This is an optimization exercise on Yosys and OpenROAD, whose aim is small area, a short achievable clock period and few clock cycles, not a production implementation.
The RTL was checked by simulation tests, not by an equivalence proof against the original design.
Power and IR drop assume default switching activity.

orange:
Design CPU_top, start of the top module:
module CPU_top(
input clk, rstn,
output imem_en,
output [63:0] imem_addr,
input [31:0] imem_rdata,
output dmem_re, dmem_we,
output [63:0] dmem_addr, dmem_wdata,
input [63:0] dmem_rdata
    );
Settings: LEC_CHECK=0, CAP_MARGIN=30, CORE_MARGIN=2, CORE_UTILIZATION=55, SLEW_MARGIN=30, SYNTH_HIERARCHICAL=1; clock period 27.0 ns.
standard.sh (not shown) runs the stock make flow with config.mk's settings and CLKGATE_MAP_FILE= SYNTH_SCRIPT=/design/flow/synth_recipe.tcl, a recipe that flattens the netlist after the stock synthesis.
==> flow/flow/run.sh <==
#!/bin/bash
# The standard ORFS layout (standard.sh) with these changes:
#  - before floorplanning, combinational cells synthesis sized up go back to
#    their smallest size (flow/downsize.tcl); the timing repair sizes up those
#    on critical paths again;
#  - the timing repair steps aim at more setup slack than zero, so that they
#    work on the paths that set the achieved period (SDC, clock period and I/O
#    constraints stay the standard flow's);
#  - ports are buffered with buf_4 rather than the delay cell buffer_ports
#    picks on its own;
#  - CTS clusters somewhat more sinks per leaf buffer and adds no dummy loads.
set -euo pipefail
here=$(pwd)
bash standard.sh \
  "PRE_FLOORPLAN_TCL=$here/flow/downsize.tcl" \
  SETUP_SLACK_MARGIN=20.2 \
  "BUFFER_PORTS_ARGS=-buffer_cell sky130_fd_sc_hd__buf_4" \
  "CTS_ARGS=-sink_clustering_enable -repair_clock_nets -dont_use_dummy_load -sink_clustering_size 25 -sink_clustering_max_diameter 80" \
  finish > standard.log 2>&1
==> flow/flow/downsize.tcl <==
# Before floorplanning: put combinational cells that synthesis sized up back
# at their smallest drive strength; the timing repair that follows sizes up
# the ones on critical paths again.
set db [ord::get_db]
set block [ord::get_db_block]
set n 0
foreach inst [$block getInsts] {
  set name [[$inst getMaster] getName]
  if {![regexp {^(sky130_fd_sc_hd__[a-z0-9]+)_([0-9]+)$} $name -> base size]} { continue }
  if {$size eq "0" || $size eq "1"} { continue }
  if {[regexp {__(df|edf|sdf|dl|clk|conb|tap|fill|decap|diode)} $base]} { continue }
  set small [$db findMaster ${base}_1]
  if {$small eq "NULL"} { set small [$db findMaster ${base}_0] }
  if {$small eq "NULL"} { continue }
  $inst swapMaster $small
  incr n
}
puts "downsize.tcl: $n cells set to their smallest drive strength"
Testbench counts of orange, summed over its fixed seeds: cycles 36,678.
Here is what was changed in the inputs of purple compared with orange.
--- a/flow/design.v
+++ b/flow/design.v
@@ -503,35 +503,31 @@
     end
     wire wl = ldrv & ~resv;
     wire [4:0] wa = resv ? resrd : ldrrd;
     wire [63:0] wd = resv ? res : ldr;
     wire kill_m = wdx & (mrd == rd);
     wire kill_w = wdx & (wrd == rd);
     wire kill_l = wdx & (ldrrd == rd);
     wire ldnew = wv & ~kill_w;
     wire ldrv_n = ldnew | (ldrv & ~(wl | kill_l));
     wire [4:0] ldrrd_n = ldnew ? wrd : ldrrd;
     wire [31:1] wdec;
     wire [31:1] rfv_n;
-    genvar gi, gb;
+    genvar gi;
     generate
         for (gi = 1; gi < 32; gi = gi + 1) begin: g_rf
             assign wdec[gi] = (resv | wl) & (wa == gi);
             assign rfv_n[gi] = rfv[gi] | wdec[gi];
-            wire [63:0] rf_n;
-            for (gb = 0; gb < 64; gb = gb + 1) begin: g_b
-                g_ao22 u(.a1(wdec[gi]), .b1(wd[gb]), .a2(~wdec[gi]), .b2(rf[64*(gi-1) + gb]), .y(rf_n[gb]));
-            end
             always @(posedge clk)
-                rf[64*(gi-1) +: 64] <= rf_n;
+                if (wdec[gi]) rf[64*(gi-1) +: 64] <= wd;
         end
     endgenerate
     always @(posedge clk) begin
         if (rst) begin
             rfv <= 31'd0;
             dwe <= 1'b0;
             dre <= 1'b0;
             mv <= 1'b0;
             wv <= 1'b0;
             ldrv <= 1'b0;
             resv <= 1'b0;
         end else begin
@@ -601,24 +597,24 @@
         sel2 <= r2_n[31:1] & rfok_n & {31{g2_n}};
         sr1 <= |(r1_n & onres);
         sr2 <= |(r2_n & onres) & g2_n;
         sl1 <= |(r1_n & onldr);
         sl2 <= |(r2_n & onldr) & g2_n;
         x2a <= r1_n[2] & ~rfv_n[2] & ~onres[2] & ~onldr[2];
         x2b <= r2_n[2] & ~rfv_n[2] & ~onres[2] & ~onldr[2] & g2_n;
     end
     wire [31:0] ir_n = take_rd ? imem_rdata : ir;
     wire [4:0] rs1_n = ir_n[19:15];
     wire [4:0] rs2_n = ir_n[24:20];
     wire [4:0] rd_n = ir_n[11:7];
-    wire irv_n = ~redir & (irfree ? rv : irv);
+    wire irv_n = irfree ? rv : irv;
     wire mv_n = fire & c_ldw;
     wire [4:0] mrd_n = rd;
     wire wv_n = mv & ~kill_m;
     wire [4:0] wrd_n = mrd;
     wire haz1_n = k_n[7] & ((mv_n & (mrd_n == rs1_n)) | (wv_n & (wrd_n == rs1_n)));
     wire haz2_n = k_n[8] & ((mv_n & (mrd_n == rs2_n)) | (wv_n & (wrd_n == rs2_n)));
     wire ldw_if = (wv_n & (wrd_n != rd_n)) | (ldrv_n & wdx & (ldrrd_n != rd_n));
     wire [4:0] ldrd_if = (wv_n & (wrd_n != rd_n)) ? wrd_n : ldrrd_n;
     wire hazw_n = k_n[9] & mv_n & (mrd_n != rd_n) & ldw_if & (ldrd_if != mrd_n);
     wire stl_n = irv_n & (haz1_n | haz2_n | hazw_n);
 endmodule
--- outcome ---
Capturing instance or port of the critical path = res[49]$_DFF_P_: orange; capturing instance or port of the critical path = sel2[4]$_DFF_P_: purple
The part of the power in combinational logic of purple and that of orange are within noise of each other.
orange ended up with more cell instances than purple did.
Non-clock buffer instance count of the final layout (orange / purple): 1.09
What orange reported for combinational gate power has to be multiplied by 1.05 to get the figure for purple.
Row full die area: purple higher / orange lower
Wire length on met2, orange and purple, lower one = purple.
purple reports a lower final critical-path share of the clock period than orange does.
Testbench counts of purple, summed over its fixed seeds: cycles 36,688.

## port drivers added, routing unchanged
No port has a modelled driver above. Below, the same layouts with a new extraction and two added sets of constraints.
Step 1: set_driving_cell puts a clkbuf_16 on clk and a buf_2 on each other input, an assumption about the parent block.
Step 2, shift: input delay + t, output delay - t, t = (earliest + latest rising clock arrival at the registers) / 2. This alone moves slack from input paths to output paths.
a / b / c = ideal ports / drivers / drivers and shift; a / b = the first two.
| run | t, ns | setup WS [ns] | worst setup path at the end | worst slew at a driven data input, ns |
|---|---|---|---|---|
| orange | 0.946 | 19.721 / 19.721 / 19.297 | input to register | 0.32 |
| purple | 0.914 | 19.993 / 20.016 / 19.150 | input to register | 0.19 |
After both steps every run listed still meets setup and hold. The setup slack of purple, which loses most, moves by +0.023 ns with the drivers and by -0.843 ns with both steps.
